This is an optimization exercise on Yosys and OpenROAD, whose aim is a short achievable clock period and few clock cycles, not a production implementation. For this run, only the layout was checked, not whether the RTL still works. Power is estimated from default activity; no workload was simulated.

[design/flow/constraint.sdc]
create_clock -name core_clock -period 5.5 [get_ports {clk}]
set_input_delay 1.1000 -clock core_clock [delete_from_list [all_inputs] [get_ports {clk}]]
set_output_delay 1.1000 -clock core_clock [all_outputs]
set_load 0.01 [all_outputs]
[design/flow/design.v]
module cpu(input clk, input rst_n, input [7:0] start_pc, input [15:0] ram_r_data,
           output waiting, output [15:0] out, output [15:0] ram_w_data, output N, output V, output Z, output [7:0] ram_addr, output ram_w_en);
  localparam K = 4;                
  localparam KB = 2;               
  localparam FWDADD = 0;           
  reg [15:0] rf [0:7];
  reg [7:0]  addr_q, pc_q;
  reg        wen_q;
  reg [15:0] wdata_q;
  reg        fetch_q;              
  reg        arr_q;                
  reg        ld1_q;                
  reg [2:0]  ld1_rd;
  reg [7:0]  ld2_oh;               
  reg [15:0] bq [0:K-1];
  reg [KB-1:0] rp, wp;
  reg [KB:0] nb;
  reg [15:0] ir;
  reg        ir_v;
  reg        d_movi, d_ldr, d_str, d_halt, d_wr, d_add, d_out, d_cmp, d_and, d_notb;
  reg [2:0]  d_dest;
  reg [7:0]  d_rn_oh, d_rb_oh;
  reg [1:0]  d_sh;
  reg        fa_ex, fb_ex, fa_ld, fb_ld, stall_q;
  reg        ex_wr, ex_out, ex_cmp;
  reg [7:0]  ex_wr_oh;
  reg        ex_add, ex_and, ex_notb;    
  reg [15:0] a_q, b_q;
  reg [15:0] out_q;
  reg        z_q, n_q, v_q;
  reg        wait_q;
  assign waiting    = wait_q;
  assign out        = out_q;
  assign ram_w_data = wdata_q;
  assign ram_addr   = addr_q;
  assign ram_w_en   = wen_q;
  assign Z = z_q;
  assign N = n_q;
  assign V = v_q;
  wire [15:0] sum    = a_q + b_q;
  wire [15:0] diff   = a_q - b_q;
  wire [15:0] ex_lres = ex_and ? (a_q & b_q) : ex_notb ? ~b_q : b_q;
  wire [15:0] ex_res  = ex_add ? sum : ex_lres;
  wire [15:0] ex_fwd  = FWDADD ? ex_res : ex_lres;
  wire consume = ir_v & ~d_halt & ~stall_q;
  wire d_mem   = d_ldr | d_str;
  reg [15:0] rf_a, rf_b;
  integer j;
  always @(*) begin
    rf_a = 16'h0;
    rf_b = 16'h0;
    for (j = 0; j < 8; j = j + 1) begin
      rf_a = rf_a | ({16{d_rn_oh[j]}} & rf[j]);
      rf_b = rf_b | ({16{d_rb_oh[j]}} & rf[j]);
    end
  end
  wire [15:0] va = fa_ex ? ex_fwd : fa_ld ? ram_r_data : rf_a;
  wire [15:0] vb = fb_ex ? ex_fwd : fb_ld ? ram_r_data : rf_b;
  wire [15:0] vb_sh = (d_sh == 2'b00) ? vb :
                      (d_sh == 2'b01) ? {vb[14:0], 1'b0} :
                      (d_sh == 2'b10) ? {1'b0, vb[15:1]} : {vb[15], vb[15:1]};
  wire [15:0] sximm5 = {{11{ir[4]}}, ir[4:0]};
  wire [15:0] sximm8 = {{8{ir[7]}}, ir[7:0]};
  wire [15:0] b_d = d_movi ? sximm8 : d_ldr ? sximm5 : vb_sh;
  wire [7:0]  da  = rf_a[7:0] + sximm5[7:0];
  wire take = ~ir_v | consume;
  wire [15:0] bhead = bq[rp];
  wire [15:0] w  = ~take ? ir : (nb != 0) ? bhead : ram_r_data;
  wire        wv = ~take | (nb != 0) | arr_q;
  wire [2:0] opc = w[15:13];
  wire [1:0] op  = w[12:11];
  wire [2:0] rn  = w[10:8];
  wire [2:0] rd  = w[7:5];
  wire [2:0] rm  = w[2:0];
  wire w_movi = (opc == 3'b110) & (op == 2'b10);
  wire w_mov  = (opc == 3'b110) & (op == 2'b00);
  wire w_alu  = (opc == 3'b101);
  wire w_ldr  = (opc == 3'b011);
  wire w_str  = (opc == 3'b100);
  wire w_mem  = w_ldr | w_str;
  wire w_halt = ~(w_movi | w_mov | w_alu | w_mem);
  wire w_ra   = (w_alu & (op != 2'b11)) | w_mem;
  wire w_rb   = w_mov | w_alu | w_str;
  wire [2:0] rb = w_str ? rd : rm;
  wire       nx_ex_wr = consume & d_wr;
  wire       nx_ld1   = consume & d_ldr;
  wire       a_ex  = nx_ex_wr & (d_dest == rn);
  wire       b_ex  = nx_ex_wr & (d_dest == rb);
  wire       a_ld1 = nx_ld1 & (ir[7:5] == rn);
  wire       b_ld1 = nx_ld1 & (ir[7:5] == rb);
  wire       a_ld2 = ld1_q & (ld1_rd == rn);
  wire       b_ld2 = ld1_q & (ld1_rd == rb);
  wire       ex_noadd = FWDADD ? 1'b1 : ~d_add;
  wire       stall_d = (w_ra & a_ld1) | (w_rb & b_ld1) |
                       (w_mem & (a_ex | a_ld2)) |
                       (~ex_noadd & ((w_ra & a_ex) | (w_rb & b_ex)));
  always @(posedge clk) begin
    if (take) ir <= w;
    d_movi <= w_movi;
    d_ldr  <= w_ldr;
    d_str  <= w_str;
    d_halt <= w_halt;
    d_wr   <= w_movi | w_mov | (w_alu & (op != 2'b01));
    d_out  <= w_mov | (w_alu & (op != 2'b01)) | w_mem;
    d_cmp  <= w_alu & (op == 2'b01);
    d_add  <= (w_alu & (op == 2'b00)) | w_ldr;
    d_and  <= w_alu & (op == 2'b10);
    d_notb <= w_alu & (op == 2'b11);
    d_dest <= w_movi ? rn : rd;
    d_rn_oh <= 8'b1 << rn;
    d_rb_oh <= 8'b1 << rb;
    d_sh   <= w_mem ? 2'b00 : w[4:3];
    fa_ex  <= a_ex;
    fb_ex  <= b_ex;
    fa_ld  <= a_ld2 & ~a_ex;
    fb_ld  <= b_ld2 & ~b_ex;
    if (!rst_n) begin
      ir_v    <= 1'b0;
      stall_q <= 1'b0;
    end else begin
      ir_v    <= wv;
      stall_q <= stall_d;
    end
  end
  wire from_b = take & (nb != 0);
  wire to_b   = arr_q & ~(take & (nb == 0));
  always @(posedge clk) begin
    if (to_b) bq[wp] <= ram_r_data;
    if (!rst_n) begin
      rp <= 0;
      wp <= 0;
      nb <= 0;
    end else begin
      if (from_b) rp <= rp + 1'b1;
      if (to_b)   wp <= wp + 1'b1;
      nb <= nb + {{KB{1'b0}}, to_b} - {{KB{1'b0}}, from_b};
    end
  end
  wire fetch_ok = ({2'b00, nb} + {{KB+1{1'b0}}, ir_v} + {{KB+1{1'b0}}, arr_q} +
                   {{KB+1{1'b0}}, fetch_q}) <= K;
  always @(posedge clk) begin
    if (!rst_n) begin
      addr_q  <= start_pc;
      pc_q    <= start_pc + 8'd1;
      fetch_q <= 1'b1;
      wen_q   <= 1'b0;
      ld1_q   <= 1'b0;
      arr_q   <= 1'b0;
      ld2_oh  <= 8'h00;
    end else begin
      arr_q  <= fetch_q;
      ld2_oh <= ld1_q ? (8'b1 << ld1_rd) : 8'h00;
      if (consume & d_mem) begin
        addr_q  <= da;
        fetch_q <= 1'b0;
        wen_q   <= d_str;
        ld1_q   <= d_ldr;
        ld1_rd  <= ir[7:5];
      end else begin
        wen_q   <= 1'b0;
        ld1_q   <= 1'b0;
        fetch_q <= fetch_ok;
        if (fetch_ok) begin
          addr_q <= pc_q;
          pc_q   <= pc_q + 8'd1;
        end
      end
    end
    wdata_q <= vb;
  end
  always @(posedge clk) begin
    if (!rst_n) begin
      ex_wr_oh <= 8'h00;
      ex_out   <= 1'b0;
      ex_cmp   <= 1'b0;
    end else begin
      ex_wr_oh <= (consume & d_wr) ? (8'b1 << d_dest) : 8'h00;
      ex_out   <= consume & d_out;
      ex_cmp   <= consume & d_cmp;
    end
    a_q     <= va;
    b_q     <= b_d;
    ex_add  <= d_add;
    ex_and  <= d_and;
    ex_notb <= d_notb;
  end
  integer k;
  always @(posedge clk) begin
    for (k = 0; k < 8; k = k + 1) begin
      if (ex_wr_oh[k])
        rf[k] <= ex_res;
      else if (ld2_oh[k])
        rf[k] <= ram_r_data;
    end
    if (ex_out) out_q <= ex_res;
    if (ex_cmp) begin
      z_q <= (a_q == b_q);
      n_q <= diff[15];
      v_q <= (a_q[15] != b_q[15]) & (diff[15] != a_q[15]);
    end
  end
  always @(posedge clk) begin
    if (!rst_n) wait_q <= 1'b0;
    else if (ir_v & d_halt) wait_q <= 1'b1;
  end
endmodule
[design/flow/config.mk]
export PLATFORM = sky130hd
export DESIGN_NAME = cpu
export DESIGN_NICKNAME = cpu
export VERILOG_FILES = /design/flow/design.v
export SDC_FILE = /design/flow/constraint.sdc
export NUM_CORES = 4
export LEC_CHECK = 0
export ABC_CLOCK_PERIOD_IN_PS = 2000
export CAP_MARGIN = 20
export CORE_MARGIN = 2
export CORE_UTILIZATION = 40
export PLACE_DENSITY = 0.6
export SETUP_SLACK_MARGIN = 3.4
export SLEW_MARGIN = 20
[design/flow/run.sh]
#!/bin/bash
# synth_recipe.tcl (not shown) runs the flow's synth.tcl, then flattens the netlist and writes it again
# the make line also repeats each setting of config.mk as NAME=value (left out here)
make -C /OpenROAD-flow-scripts/flow DESIGN_CONFIG=/design/flow/config.mk WORK_HOME=/design/flow/orfs CLKGATE_MAP_FILE= SYNTH_SCRIPT=/design/flow/synth_recipe.tcl finish
==> flow_summary.toml <==
[pwr]
netSwitchingPower_mw = 6.639
ir_worst_vdd_uv = 638.5
p_comb_frac = 0.564
internal_power_mw = 9.452
seq_power_share = 0.264
power_frac_clock = 0.172
p_leak_nw = 9.022
switching_share = 0.4126
power_density_nw_per_um2 = 656.5

[flow_run]
maxCapViolations = 0

[synth]
yosysMostFrequentCell = "edfxtp_1"
synth_edf_count = 246
synthFlopType = "edfxtp_1"
synthArstFlopShare = 0
synth_seq_cells = 366
synth.avg_cell_area_sq_um = 10.90
synth_fp_nets = 1754
ys_seq_area_frac = 0.5363
synthAdderAreaFrac = 0.03838
synth.distinct_cells = 68
synthMuxAreaShare = 0.09609
synthTopCellsByArea = "edfxtp_1, dfxtp_1, a22oi_1, mux2_2, a21oi_1"
synth_compound_area_frac = 0.1513
synth_xor_area_frac = 0.02879
synth_common_cells = "edfxtp_1, nor2_1, a21oi_1"
synth_top_family_by_area = "compound AO/OA/AOI/OAI gates"
synth_area_sq_um = 18260
yosysTopAreaCell = "edfxtp_1"
synthDominantCellAreaShare = 0.4047
ys_warn_count = 2
synth-simple-area-share = 0.1094
synth_cells = 1675

[floorplan]
start_util = 0.4040
dieArea_sq_um = 47360
pin_count = 71
die_width_microns = 217.6
placementRows = 78
die_y_microns = 217.6
core_area_sq_um = 45190

[timing]
tns_ns = 0
relSlewSlack = 0.2058
hold_viol = 0
slew_viol_final = 0
tightest_slew_ns = 1.190
finalCriticalPeriod_ns = 2.834
setup_viol = 0
hold_ws_ns = 0.3231
rsz0062_at_grt = "true"
fin_crit_sh = 0.5153
fin_skew_ns = 0.03216
fmax_ghz = 0.3528

[worst_setup_path]
critPathKind = "input port to flop"
required_ns = 5.98
start_kind = "input port"
endpoint_kind = "flop"
arrival_ns = 3.31
cp_max_fo = 8

[cts]
clk_pin_slew_ns = 0.06
clock-sinks = 366
postCtsHoldBufs = 0
cts-root-buf = "clkbuf_16"
tritoncts = "done"
cts_buffers = 42
clk_latency_ns = 0.58
htreeDepth = 2
cts_buffer_depth = 3

[final_layout]
seqCellArea_sq_um = 9873
syn_to_final_growth_pct = 34.27
multi_input_area_sq_um = 9318
n_antenna_cell = 0
nFillCells = 3760
fin_util = 0.5424
final_cells = 2526
layout.nets = 1971
layout-drive-gt1-share = 0.3853

[routing]
avgRoutedWirePerCell_microns = 25.16
postRouteAntennaNets = 0
via_count = 15100
via_per_inst = 5.977
drc = 0
routed_wl_microns = 63540
dr.pass1.iters = 7
drt_iter0_drc = 1795

[global_routing]
grt_antenna_before_repair = 0
grt.overflow.total = 0
grt_max_degree = 46
grt_pass1_wl_microns = 92410
grt_pass1_vias = 14740
track_usage = 0.2631

[placed_design]
place_inst = 2255
dp_hpwl_microns = 38140
globalplace.congestion = 0.9151
portBuffers = 70

[worst_hold_path]
min_path_type = "flop to flop"

[status]
status = "finished clean"
flip-flops by register name, indices dropped and copies added, names as in the netlist, 8 cells and up, named ones only:
name	cells
a_q	16
addr_q	8
b_q	16
bq	64
d_rb_oh	8
d_rn_oh	8
ex_wr_oh	8
ir	16
ld2_oh	8
out_q	16
pc_q	8
rf	128
wdata_q	16
per-stage QoR:
step | setup WS (ns) | total power [mW] | cell area, sq um
after floorplan | 2.863 | 8.105 | 18820
after global placement | 1.929 | 9.983 | 19930
after detailed placement | 1.909 | 10.04 | 19940
after CTS | 2.794 | 14.71 | 23220
after global routing | 2.553 | 16.82 | 24510
final | 2.666 | 16.09 | 24510
worst paths after layout:
check	startpoint	depth (start not counted)	slack, ns	end
min	d_and$_DFF_P_	0	0.32	ex_and$_DFF_P_
max	ram_r_data[15]	10	2.67	stall_q$_SDFF_PN0_
max reg2reg	b_q[0]$_DFF_P_	14	2.69	out_q[14]$_DFFE_PP_
min reg2reg	d_and$_DFF_P_	0	0.32	ex_and$_DFF_P_
routing by layer:
layer	up-vias	GRT usage	wire length, microns
li1	6627	-	-
met1	7405	0.3371	24690
met2	872	0.4245	29600
met3	194	0.04630	5881
met4	0	0.1416	3373
met5	-	0	0
kinds of logic after synthesis:
group | count (synthesis)
AO/OA/AOI/OAI | 433
XOR/XNOR | 60
adder cells (fa/ha/maj) | 53
buffers and inverters | 189
flip-flops | 366
multiplexers | 143
AND/OR/NAND/NOR | 431
placed cells by master, fill, tap and decap left out, types with 25 or more instances in the layout:
master | Yosys | layout
edfxtp_1 | 246 | 246
nor2_1 | 157 | 138
buf_4 | 1 | 131
nand2_1 | 125 | 107
a22oi_1 | 130 | 93
a21oi_1 | 132 | 82
dfxtp_1 | 120 | 81
buf_6 | 1 | 65
mux2_2 | 85 | 50
inv_1 | 58 | 47
clkbuf_16 | 0 | 46
o21ai_1 | 6 | 42
buf_2 | 5 | 42
a21oi_2 | 0 | 38
nand4_1 | 37 | 37
a22oi_2 | 0 | 37
mux2_4 | 0 | 35
xnor2_1 | 45 | 34
mux2i_1 | 41 | 34
ha_1 | 48 | 32
buf_12 | 0 | 32
o21ai_0 | 85 | 26
dfxtp_2 | 0 | 25
critical path: stages:
cell and delay, ns:
clkdlybuf4s50_1 0.43, buf_8 0.15, a221oi_4 0.29, inv_2 0.14
nand3_4 0.18, mux2_4 0.34, mux2i_1 0.14, and3_4 0.22
o2111ai_1 0.12, a31oi_1 0.18
area by class of cell:
| cell class | instances | area share |
|---|---|---|
| inverter | 62 | 0.01149 |
| clock inverter | 20 | 0.006228 |
| sequential | 366 | 0.4028 |
| clock buffer | 58 | 0.04875 |
| tap | 600 | 0.03063 |
| timing repair buffer | 298 | 0.1200 |
| multi-input combinational | 1122 | 0.3801 |
power by group through the flow:
stage          clock network, mW  registers (mW)  logic, mW
6_report                    2.77            4.24       9.08
5_1_grt                     2.91            4.30       9.60
4_1_cts                     2.80            4.22       7.69
3_5_place_dp                   0            4.23       5.81
3_3_place_gp                   0            4.21       5.77
2_1_floorplan                  0            3.94       4.17
repair_timing:
action	in CTS	in global routing
setup endpoints to repair	365	317
gates cloned	3	2
pin swaps	70	102
resized for setup	471	205
buffers inserted	128	60

separate check: timing with driven ports:
How much do the figures lean on ideal ports? The routed layout below was timed once more, with nothing changed but the port constraints. Step 1 (the two cells are an assumption about what drives the block):
set clk [get_ports {clk}]
set_driving_cell -lib_cell sky130_fd_sc_hd__clkbuf_16 $clk
set_driving_cell -lib_cell sky130_fd_sc_hd__buf_2 [delete_from_list [all_inputs] $clk]
Step 2 times the ports against the registers' clock, not the clock port: input delays grow and output delays shrink by t, the midpoint of the rising clock arrivals with the driver on. Slacks: no drivers / after step 1 / after step 2; pairs: no drivers / after step 1.
t, ns: 0.622
slack for setup (ns): 2.666 / 2.684 / 2.062
cell pins on the clock port's net: 1
After both steps this run still meets setup and hold. For this run, drivers alone change the setup slack by +0.018 ns; drivers and shift together by -0.604 ns.
